This is an optimization exercise on Yosys and OpenROAD, whose aim is small area and a short achievable clock period, not a production implementation. Only simulation tests tie the RTL to the original design; equivalence was not proved. Power and IR drop assume default switching activity.

v28:
Design ALU_TOP, start of the top module:
module ALU_TOP (
input  wire [15:0] A ,
input  wire [15:0] B ,
input  wire [3:0]  ALU_FUNC ,
input  wire        CLK ,
output reg  [31:0] Arith_OUT ,
output reg         Carry_OUT ,
output reg         Arith_Flag ,
output reg  [15:0] Logic_OUT ,
output reg         Logic_Flag ,
output reg  [15:0] Shift_OUT ,
output reg         Shift_Flag ,
output reg  [2:0]  CMP_OUT ,
output reg         CMP_Flag
);
wire [3:0] en;
Decoder U0 (.IN(ALU_FUNC[3:2]), .OUT(en));
wire        sub = (en[0] & (ALU_FUNC[1:0] == 2'b01)) | en[2];
wire [16:0] s   = {1'b0, A} + {1'b0, B ^ {16{sub}}} + {16'b0, sub};
wire        lt  = ~s[16];
wire        eq  = (A == B);
wire [31:0] prod;
wire [15:0] quot;
MUL_UNIT U_MUL (.A(A), .B(B), .P(prod));
DIV_UNIT U_DIV (.A(A), .B(B), .Q(quot));
reg [31:0] arith;
always @(*) begin
  case (ALU_FUNC[1:0])
    2'b00: arith = {15'b0, s};
    2'b01: arith = {{16{lt}}, s[15:0]};
    2'b10: arith = prod;
    default: arith = {16'b0, quot};
  endcase
end
wire [15:0] logic_y, shift_y;
wire [2:0]  cmp_y;
LOGIC_UNIT U_LOGIC (.A(A), .B(B), .F(ALU_FUNC[1:0]), .Y(logic_y));
SHIFT_UNIT U_SHIFT (.A(A), .B(B), .F(ALU_FUNC[1:0]), .Y(shift_y));
CMP_UNIT   U_CMP   (.eq(eq), .lt(lt), .F(ALU_FUNC[1:0]), .Y(cmp_y));
always @(posedge CLK) begin
  Arith_OUT  <= en[0] ? arith : 32'b0;
  Carry_OUT  <= en[0] & arith[16];
  Arith_Flag <= en[0];
  Logic_OUT  <= en[1] ? logic_y : 16'b0;
  Logic_Flag <= en[1];
  CMP_OUT    <= en[2] ? cmp_y : 3'b0;
  CMP_Flag   <= en[2];
  Shift_OUT  <= en[3] ? shift_y : 16'b0;
  Shift_Flag <= en[3];
end
endmodule
Size in the first run: about 3000 cells after synthesis, ~110 I/O pins.
export LEC_CHECK = 0
export ABC_AREA = 1
export CAP_MARGIN = 20
export CORE_MARGIN = 2
export CORE_UTILIZATION = 40
export SLEW_MARGIN = 20
create_clock -name core_clock -period 105.0 [get_ports {CLK}]
standard.sh (not shown) runs the stock make flow with config.mk's settings and CLKGATE_MAP_FILE= SYNTH_SCRIPT=/design/flow/synth_recipe.tcl, a recipe that flattens the netlist after the stock synthesis.
==> flow/flow/run.sh <==
#!/bin/bash
# Layout flow: the standard synthesis, then the combinational logic is
# re-mapped (full-adder polarity chosen to save inverters, other cells
# re-mapped by ABC; flip-flops untouched), proven equivalent to the standard
# netlist, and laid out by the standard flow with small port buffers.
set -euo pipefail
F=$PWD/flow
source $F/params.sh
R=$PWD/orfs/results/sky130hd/ALU_TOP/base
export LIB=$FLOW_HOME/platforms/sky130hd/lib/sky130_fd_sc_hd__tt_025C_1v80.lib
export YOSYS=$(command -v yosys || echo /OpenROAD-flow-scripts/tools/install/yosys/bin/yosys)
export YOSYS_ABC=$(command -v yosys-abc || echo $(dirname $YOSYS)/yosys-abc)

bash standard.sh synth > synth.log 2>&1
cp $R/1_2_yosys.v std_synth.v
python3 $F/fixinv.py std_synth.v fixinv1.v > fixinv1.log 2>&1
RS_IN=$PWD/fixinv1.v RS_OUT=$PWD/resynth.v RS_LIB=$LIB RS_SCRIPT=$F/$ABC_SCRIPT \
  RS_DONT_USE="$(cat $F/dont_use.txt)" RS_CONSTR=$F/abc.constr \
  $YOSYS -c $F/resynth.tcl > resynth.log 2>&1
python3 $F/fixinv.py resynth.v fixinv2.v > fixinv2.log 2>&1
if bash $F/equiv.sh std_synth.v fixinv2.v $PWD/equiv > equiv.log 2>&1; then
  echo "re-mapped netlist proven equivalent" >> equiv.log
  cp fixinv2.v $R/1_2_yosys.v
  rm -f $R/1_synth.odb $R/1_synth.sdc
else
  echo "equivalence not proven: keeping the standard netlist" >> equiv.log
fi
bash standard.sh "${EXTRA[@]}" finish > layout.log 2>&1
==> flow/flow/params.sh <==
ABC_SCRIPT=resynth.abc
EXTRA=("BUFFER_PORTS_ARGS=-buffer_cell sky130_fd_sc_hd__buf_1")
Other scripts of this flow, unchanged in this note and not shown: flow/flow/abc.constr, flow/flow/cutff.py, flow/flow/dont_use.txt, flow/flow/equiv.sh, flow/flow/fixinv.py, flow/flow/resynth.abc, flow/flow/resynth.tcl
v28 completed; timing, DRC and antenna clean
> inputs changed (v28 -> v27)
==> flow/flow/area.abc (new file) <==
strash
dch
map -B 0.9
topo
stime -c
buffer -c
upsize -c
dnsize -c
-- flow/flow/params.sh --
<<< v28, line 1
ABC_SCRIPT=resynth.abc
>>> v27, line 1
ABC_SCRIPT=area.abc
==> comparison <==
The flow did not stop early for v27: all stages ran, and the layout cleared the timing, DRC and antenna checks.
Compared with v28, v27 ends up with more cell area.
v27 vs v28 — switching portion of total power rose 0.66 points.
Compared with v28, in v27 full die area increased 4.3%, length of routed met3 wiring decreased about 2.4%, post-synthesis cell area increased about 4.3%.
Proportion of cell area occupied by registers is lower on v27
Re final wirelength: v28 was higher than v27.
v27 ended with more synthesized cell count than v28.
Share of power burned in the clock network was higher in v27 than in v28.

ALU_TOP, a different RTL version from the one above (not shown whole).
For scale: about 110 I/O pins, ~17000 um2 of cells after synthesis.
clock: 105.0 ns
lec_check: 0
abc_area: 1
cap_margin: 20
core_margin: 2
core_utilization: 40
cts_cluster_diameter: 300
cts_cluster_size: 40
slew_margin: 20
==> flow/flow/run.sh <==
#!/bin/bash
# Layout flow: the standard synthesis, then the combinational logic is
# re-mapped (full-adder polarity chosen to save inverters, other cells
# re-mapped by ABC; flip-flops untouched), proven equivalent to the standard
# netlist, and laid out by the standard flow with small port buffers.
set -euo pipefail
F=$PWD/flow
source $F/params.sh
R=$PWD/orfs/results/sky130hd/ALU_TOP/base
export LIB=$FLOW_HOME/platforms/sky130hd/lib/sky130_fd_sc_hd__tt_025C_1v80.lib
export YOSYS=$(command -v yosys || echo /OpenROAD-flow-scripts/tools/install/yosys/bin/yosys)
export YOSYS_ABC=$(command -v yosys-abc || echo $(dirname $YOSYS)/yosys-abc)

bash standard.sh synth > synth.log 2>&1
cp $R/1_2_yosys.v std_synth.v
python3 $F/fixinv.py std_synth.v fixinv1.v $SOFTEN > fixinv1.log 2>&1
RS_IN=$PWD/fixinv1.v RS_OUT=$PWD/resynth.v RS_LIB=$LIB RS_SCRIPT=$F/$ABC_SCRIPT \
  RS_DONT_USE="$(cat $F/dont_use.txt)" RS_CONSTR=$F/abc.constr \
  $YOSYS -c $F/resynth.tcl > resynth.log 2>&1
python3 $F/fixinv.py resynth.v fixinv2.v > fixinv2.log 2>&1
if bash $F/equiv.sh std_synth.v fixinv2.v $PWD/equiv > equiv.log 2>&1; then
  echo "re-mapped netlist proven equivalent" >> equiv.log
  cp fixinv2.v $R/1_2_yosys.v
  rm -f $R/1_synth.odb $R/1_synth.sdc
else
  echo "equivalence not proven: keeping the standard netlist" >> equiv.log
fi
bash standard.sh "${EXTRA[@]}" finish > layout.log 2>&1
==> flow/flow/params.sh <==
ABC_SCRIPT=resynth.abc
SOFTEN="--soften"
EXTRA=("BUFFER_PORTS_ARGS=-buffer_cell sky130_fd_sc_hd__buf_1")
Other scripts of this flow, unchanged in this note and not shown: flow/flow/abc.constr, flow/flow/cutff.py, flow/flow/dont_use.txt, flow/flow/equiv.sh, flow/flow/fixinv.py, flow/flow/resynth.abc, flow/flow/resynth.tcl
Next try:
==> flow/flow/params.sh (replaced) <==
ABC_SCRIPT=resynth.abc
SOFTEN="--soften"
EXTRA=("BUFFER_PORTS_ARGS=-buffer_cell sky130_fd_sc_hd__buf_1" "SETUP_SLACK_MARGIN=74" "TNS_END_PERCENT=10")
--- a/flow/config.mk
+++ b/flow/config.mk
@@ -11,4 +11,2 @@
 export CORE_UTILIZATION = 40
-export CTS_CLUSTER_DIAMETER = 300
-export CTS_CLUSTER_SIZE = 40
 export SLEW_MARGIN = 20
Result:
- sequential power barely changes
- area after synthesis does not change
- utilization went up by 3.2 points
- worst hold slack hardly moves
- synthesized cell count does not change
- maximum frequency climbs by 6.3%
- worst setup slack is better by 2.0 ns
- wire length climbs by 2.7%
- global-route usage is higher by 0.90 points
- final cell count rose by 2.5%
Next try:
==> flow/flow/params.sh (replaced) <==
ABC_SCRIPT=resynth.abc
SOFTEN="--soften"
EXTRA=("BUFFER_PORTS_ARGS=-buffer_cell sky130_fd_sc_hd__buf_1")
--- a/flow/config.mk
+++ b/flow/config.mk
@@ -11,2 +11,4 @@
 export CORE_UTILIZATION = 40
+export CTS_CLUSTER_DIAMETER = 500
+export CTS_CLUSTER_SIZE = 100
 export SLEW_MARGIN = 20
What happened: Setup slack degrades by 2.0 ns. Final area shrinks by about 6.6%. Flip-flop and latch count stays the same. Via count drops by about 2.4%. Total power drops by 2.0%. Synthesized area is unchanged. Non-clock buffer count drops by 85.

v34:
Another version of the RTL of ALU_TOP (not shown whole).
Size in the first run: about 2,500 cells after synthesis, ~70 flip-flops, roughly 110 I/O pins.
==> flow/design.v (excerpt) <==
module ALU_TOP (
input  wire [15:0] A ,
input  wire [15:0] B ,
input  wire [3:0]  ALU_FUNC ,
input  wire        CLK ,
output reg  [31:0] Arith_OUT ,
output wire        Carry_OUT ,
output reg         Arith_Flag ,
output reg  [15:0] Logic_OUT ,
output reg         Logic_Flag ,
output reg  [15:0] Shift_OUT ,
output reg         Shift_Flag ,
output reg  [2:0]  CMP_OUT ,
output reg         CMP_Flag
);
Settings: LEC_CHECK=0, ABC_AREA=1, CAP_MARGIN=20, CORE_MARGIN=2, CORE_UTILIZATION=40, CTS_BUF_LIST=sky130_fd_sc_hd__clkbuf_4 sky130_fd_sc_hd__clkbuf_8, SLEW_MARGIN=20; clock period 105.0 ns.
==> flow/flow/fixinv.py <==
#!/usr/bin/env python3
"""Re-choose the polarity of sky130 full adders in a Yosys netlist to need
fewer inverters.

A full adder is self-dual: FA(~a,~b,~c) = (~sum, ~cout).  Each fa cell may be
used in either polarity; a local search picks the polarities that need the
fewest inverters, then every inv_1 (except ones driving ports) is rebuilt:
at most one inverter per signal.  The logic function is unchanged and
flip-flops are not touched.
Usage: fixinv.py IN.v OUT.v
"""
import re, sys, random

OUTPINS = {"X", "Y", "Q", "Q_N", "SUM", "COUT", "HI", "LO"}
INV = "sky130_fd_sc_hd__inv_1"
FA = "sky130_fd_sc_hd__fa_1"

src = open(sys.argv[1]).read()
m = re.search(r"^\s*sky130_fd_sc_hd__\w+\s", src, re.M)
head = src[:m.start()]
body = src[m.start():src.rindex("endmodule")]
if re.search(r"^\s*assign\s", body, re.M):
    sys.exit("fixinv: assign statements in the cell list are not handled")
inst_re = re.compile(r"(sky130_fd_sc_hd__\w+)\s+(\\\S+\s|\S+)\s*\((.*?)\);", re.S)
pin_re = re.compile(r"\.(\w+)\(\s*(.*?)\s*\)\s*(?:,|$)", re.S)
insts = {}
for t, n, pins in inst_re.findall(body):
    insts[n.strip()] = [t, {p: net.strip() for p, net in pin_re.findall(pins)}]
ports = set()
for d, rng, names in re.findall(r"^\s*(input|output|inout)\s+(\[[^\]]+\]\s+)?([^;]+);", head, re.M):
    for nm in names.split(","):
        nm = nm.strip()
        ports.add(nm)
        if rng:
            hi, lo = map(int, re.findall(r"-?\d+", rng))
            for i in range(min(hi, lo), max(hi, lo) + 1):
                ports.add(f"{nm}[{i}]")

drv = {}
for n, (t, pins) in insts.items():
    for p, net in pins.items():
        if p in OUTPINS:
            drv[net] = (n, p)
# inverters that may be rebuilt: inv_1 not driving a port
free_inv = {n for n, (t, pins) in insts.items() if t == INV and pins["Y"] not in ports}
def base_of(net):
    par = 0
    seen = 0
    while net in drv and drv[net][0] in free_inv and seen < 100:
        net = insts[drv[net][0]][1]["A"]
        par ^= 1
        seen += 1
    return net, par
fas = [n for n, (t, _) in insts.items() if t == FA]
fa_idx = {n: i for i, n in enumerate(fas)}
# source variable of each base signal
src_var = {}
for n in fas:
    for p in ("SUM", "COUT"):
        src_var[insts[n][1][p]] = fa_idx[n]
# fas whose outputs reach ports keep their polarity
fixed = set()
# consumers: list of (base, parity, fa index or None, inst, pin)
cons = {}
for n, (t, pins) in insts.items():
    if n in free_inv:
        continue
    for p, net in pins.items():
        if p in OUTPINS:
            continue
        b, par = base_of(net)
        v = fa_idx[n] if t == FA else None
        cons.setdefault(b, []).append((par, v, n, p))
for net in ports:
    if net in drv or net in src_var:
        b, par = base_of(net)
        if b in src_var:
            fixed.add(src_var[b])
x = [0] * len(fas)
def sig_cost(b):
    sp = x[src_var[b]] if b in src_var else 0
    for par, v, _, _ in cons.get(b, ()):
        w = par ^ (x[v] if v is not None else 0)
        if w != sp:
            return 1
    return 0
# signals touched by each fa
touch = [set() for _ in fas]
for b, cl in cons.items():
    for _, v, _, _ in cl:
        if v is not None:
            touch[v].add(b)
for b, v in src_var.items():
    touch[v].add(b)
def total():
    return sum(sig_cost(b) for b in cons)
start = total()
best_x, best = list(x), start
cur = start
rng = random.Random(1)
T = 1.0
for step in range(200000 if fas else 0):
    i = rng.randrange(len(fas))
    if i in fixed:
        continue
    before = sum(sig_cost(b) for b in touch[i])
    x[i] ^= 1
    d = sum(sig_cost(b) for b in touch[i]) - before
    if d <= 0 or rng.random() < pow(2.718, -d / T):
        cur += d
        if cur < best:
            best, best_x = cur, list(x)
    else:
        x[i] ^= 1
    T = max(0.05, T * 0.99997)
x = best_x
sys.stderr.write(f"fixinv: signals needing an inverter {start} -> {total()} "
                 f"({sum(x)} of {len(fas)} full adders flipped; {len(free_inv)} inverters before)\n")
# rebuild
for n in free_inv:
    del insts[n]
cnt = [0]
inv_net = {}
new_wires = []
for b, cl in cons.items():
    sp = x[src_var[b]] if b in src_var else 0
    for par, v, n, p in cl:
        w = par ^ (x[v] if v is not None else 0)
        if w == sp:
            insts[n][1][p] = b
        else:
            if b not in inv_net:
                cnt[0] += 1
                y = f"_fixinv_n{cnt[0]}_"
                new_wires.append(y)
                insts[f"_fixinv_i{cnt[0]}_"] = [INV, {"A": b, "Y": y}]
                inv_net[b] = y
            insts[n][1][p] = inv_net[b]
sys.stderr.write(f"fixinv: inverters now {sum(1 for t, _ in insts.values() if t == INV)}\n")
SOFT = "--soften" in sys.argv
soft_def = ""
if SOFT:
    # full adders whose carry feeds logic other than full adders are handed
    # back to ABC (as plain logic) so it can restructure those paths
    drv2, loads2 = {}, {}
    for n, (t, pins) in insts.items():
        for p, net in pins.items():
            if p in OUTPINS: drv2[net] = n
            else: loads2.setdefault(net, []).append(n)
    def fa_only(net):
        for ln in loads2.get(net, []):
            t = insts[ln][0]
            if t == FA: continue
            if t == INV and all(insts[l2][0] == FA for l2 in loads2.get(insts[ln][1]["Y"], [])): continue
            return False
        return True
    nsoft = 0
    for n, (t, pins) in list(insts.items()):
        if t == FA and ("--soften-all" in sys.argv or not fa_only(pins["COUT"])):
            insts[n][0] = "fa_soft"; nsoft += 1
    sys.stderr.write(f"fixinv: {nsoft} full adders handed back as logic\n")
    soft_def = """
module fa_soft (A, B, CIN, SUM, COUT);
  input A, B, CIN;
  output SUM, COUT;
  assign SUM = A ^ B ^ CIN;
  assign COUT = (A & B) | (A & CIN) | (B & CIN);
endmodule
"""
out = [head.rstrip("\n") + "\n"]
for w in new_wires:
    out.append(f"  wire {w};\n")
for n, (t, pins) in insts.items():
    esc = lambda s: s + " " if s.startswith("\\") else s
    pl = ",\n".join(f"    .{p}({esc(net)})" for p, net in pins.items())
    out.append(f"  {t} {esc(n)} (\n{pl}\n  );\n")
out.append("endmodule\n")
out.append(soft_def)
open(sys.argv[2], "w").write("".join(out))
==> flow/flow/params.sh <==
ABC_SCRIPT=resynth.abc
SOFTEN="--soften --soften-all"
EXTRA=("BUFFER_PORTS_ARGS=-buffer_cell sky130_fd_sc_hd__buf_1")
==> flow/flow/resynth.tcl <==
# Re-map the combinational logic of a synthesized sky130 netlist with ABC.
# Full adders, flip-flops and tie cells stay as they are; every other cell is
# dissolved into its logic function and mapped again.
# env: RS_IN, RS_OUT, RS_LIB, RS_SCRIPT, RS_DONT_USE, RS_CONSTR
yosys -import
set lib $::env(RS_LIB)
read_liberty -ignore_miss_func $lib
read_verilog -noblackbox $::env(RS_IN)
hierarchy -top ALU_TOP
set keep {sky130_fd_sc_hd__fa_1 sky130_fd_sc_hd__dfxtp_1 sky130_fd_sc_hd__conb_1}
foreach c $keep { catch { setattr -mod -set keep_hierarchy 1 $c } }
flatten
foreach c $keep { catch { blackbox $c } }
opt_clean -purge
set dont {}
foreach c $::env(RS_DONT_USE) { lappend dont -dont_use $c }
abc -liberty $lib {*}$dont -script $::env(RS_SCRIPT) -constr $::env(RS_CONSTR)
opt_clean -purge
hilomap -singleton -hicell sky130_fd_sc_hd__conb_1 HI -locell sky130_fd_sc_hd__conb_1 LO
splitnets
opt_clean -purge
insbuf -buf sky130_fd_sc_hd__buf_2 A X
opt_clean -purge
stat -liberty $lib
write_verilog -noattr -noexpr -nohex -nodec -selected $::env(RS_OUT)
Scripts as last shown in full above: flow/flow/run.sh
Other scripts of this flow, unchanged in this note and not shown: flow/flow/abc.constr, flow/flow/cutff.py, flow/flow/dont_use.txt, flow/flow/equiv.sh, flow/flow/resynth.abc
The inputs of v39 differ from those of v34 as listed below.
Settings: CTS_BUF_LIST no longer set, was sky130_fd_sc_hd__clkbuf_4 sky130_fd_sc_hd__clkbuf_8.
diff --git a/flow/flow/fixinv.py b/flow/flow/fixinv.py
--- a/flow/flow/fixinv.py
+++ b/flow/flow/fixinv.py
@@ -158,3 +158,4 @@
     for n, (t, pins) in list(insts.items()):
-        if t == FA and ("--soften-all" in sys.argv or not fa_only(pins["COUT"])):
+        if t == FA and ("--soften-all" in sys.argv or not fa_only(pins["COUT"])
+                        or ("--soften-sum" in sys.argv and not fa_only(pins["SUM"]))):
             insts[n][0] = "fa_soft"; nsoft += 1
==> flow/flow/params.sh <==
ABC_SCRIPT=resynth.abc
SOFTEN="--soften"
EXTRA=("BUFFER_PORTS_ARGS=-buffer_cell sky130_fd_sc_hd__buf_1")
diff --git a/flow/flow/resynth.tcl b/flow/flow/resynth.tcl
--- a/flow/flow/resynth.tcl
+++ b/flow/flow/resynth.tcl
@@ -13,2 +13,4 @@
 foreach c $keep { catch { blackbox $c } }
+techmap
+opt -fast
 opt_clean -purge
--- outcome ---
- Compared with v34, v39 shows a number of buffers and inverters on the critical path that is 4 lower.
- v39 drops more vias than v34.
- Relative to v34, the clock-net power measured on v39 has increased by more than a quarter.
- Die area of v39 falls short of that of v34 by a little under 10%.
- v34 → v39: area growth from synthesis to layout has increased, combinational power has decreased.
- Compared with v34, v39 instantiates a larger number of standard cells.
- v34 → v39: cell area after synthesis saw a decrease, wire length of the first global-routing pass saw an increase.
Setup changes, v39 to v11
Settings: putting CTS_BUF_LIST at sky130_fd_sc_hd__clkbuf_4 sky130_fd_sc_hd__clkbuf_8 where nothing was set.
diff --git a/flow/flow/run.sh b/flow/flow/run.sh
--- a/flow/flow/run.sh
+++ b/flow/flow/run.sh
@@ -15,3 +15,3 @@
 cp $R/1_2_yosys.v std_synth.v
-python3 $F/fixinv.py std_synth.v fixinv1.v $SOFTEN > fixinv1.log 2>&1
+python3 $F/fixinv.py std_synth.v fixinv1.v > fixinv1.log 2>&1
 RS_IN=$PWD/fixinv1.v RS_OUT=$PWD/resynth.v RS_LIB=$LIB RS_SCRIPT=$F/$ABC_SCRIPT \
diff --git a/flow/flow/fixinv.py b/flow/flow/fixinv.py
--- a/flow/flow/fixinv.py
+++ b/flow/flow/fixinv.py
@@ -101,3 +101,3 @@
 T = 1.0
-for step in range(200000 if fas else 0):
+for step in range(200000):
     i = rng.randrange(len(fas))
@@ -139,33 +139,2 @@
 sys.stderr.write(f"fixinv: inverters now {sum(1 for t, _ in insts.values() if t == INV)}\n")
-SOFT = "--soften" in sys.argv
-soft_def = ""
-if SOFT:
-    # full adders whose carry feeds logic other than full adders are handed
-    # back to ABC (as plain logic) so it can restructure those paths
-    drv2, loads2 = {}, {}
-    for n, (t, pins) in insts.items():
-        for p, net in pins.items():
-            if p in OUTPINS: drv2[net] = n
-            else: loads2.setdefault(net, []).append(n)
-    def fa_only(net):
-        for ln in loads2.get(net, []):
-            t = insts[ln][0]
-            if t == FA: continue
-            if t == INV and all(insts[l2][0] == FA for l2 in loads2.get(insts[ln][1]["Y"], [])): continue
-            return False
-        return True
-    nsoft = 0
-    for n, (t, pins) in list(insts.items()):
-        if t == FA and ("--soften-all" in sys.argv or not fa_only(pins["COUT"])
-                        or ("--soften-sum" in sys.argv and not fa_only(pins["SUM"]))):
-            insts[n][0] = "fa_soft"; nsoft += 1
-    sys.stderr.write(f"fixinv: {nsoft} full adders handed back as logic\n")
-    soft_def = """
-module fa_soft (A, B, CIN, SUM, COUT);
-  input A, B, CIN;
-  output SUM, COUT;
-  assign SUM = A ^ B ^ CIN;
-  assign COUT = (A & B) | (A & CIN) | (B & CIN);
-endmodule
-"""
 out = [head.rstrip("\n") + "\n"]
@@ -178,3 +147,2 @@
 out.append("endmodule\n")
-out.append(soft_def)
 open(sys.argv[2], "w").write("".join(out))
==> flow/flow/params.sh <==
ABC_SCRIPT=resynth.abc
EXTRA=("BUFFER_PORTS_ARGS=-buffer_cell sky130_fd_sc_hd__buf_1")
diff --git a/flow/flow/resynth.tcl b/flow/flow/resynth.tcl
--- a/flow/flow/resynth.tcl
+++ b/flow/flow/resynth.tcl
@@ -13,4 +13,2 @@
 foreach c $keep { catch { blackbox $c } }
-techmap
-opt -fast
 opt_clean -purge
==> results.txt <==
Comparing v39 and v11, mean number of vias per cell is lower on v39. Summary of v11 over v39: placeable core area now sits at about the same level; synthesized netlist cell count now sits lower; final clock period utilization by the worst path now sits higher.

## static timing again, ports no longer ideal
How much do the figures lean on ideal ports? The routed layouts below were timed once more, with nothing changed but the port constraints. Step 1 assumes that a clkbuf_16 drives the clock port and a buf_2 every other input. Step 2 also shifts input and output timing later by t, the mid clock arrival at the registers, as if the neighbouring blocks saw the same clock. Three values: ideal ports, drivers, drivers and shift; two values: the first two.
| run | t, ns | slack for setup (ns) | clock arrival spread, ns | worst slew at a driven data input, ns |
|---|---|---|---|---|
| v28 | 0.403 | 70.917 / 70.941 / 70.538 | 0.013 / 0.012 | 0.03 |
| v27 | 0.412 | 71.830 / 71.852 / 71.440 | 0.037 / 0.037 | 0.07 |
| the first run of note 2 | 0.398 | 71.247 / 71.275 / 70.877 | 0.015 / 0.016 | 0.04 |
| the second run of note 2 | 0.399 | 73.244 / 73.272 / 72.873 | 0.015 / 0.015 | 0.04 |
| the third run of note 2 | 0.398 | 71.247 / 71.275 / 70.877 | 0.015 / 0.016 | 0.04 |
| v34 | 0.442 | 67.223 / 67.241 / 66.800 | 0.025 / 0.025 | 0.10 |
| v39 | 0.421 | 72.423 / 72.453 / 72.032 | 0.024 / 0.024 | 0.04 |
| v11 | 0.466 | 71.892 / 71.920 / 71.454 | 0.015 / 0.014 | 0.05 |
After both steps every run listed still meets setup and hold. The setup slack of v11, which loses most, moves by +0.028 ns with the drivers and by -0.438 ns with both steps.
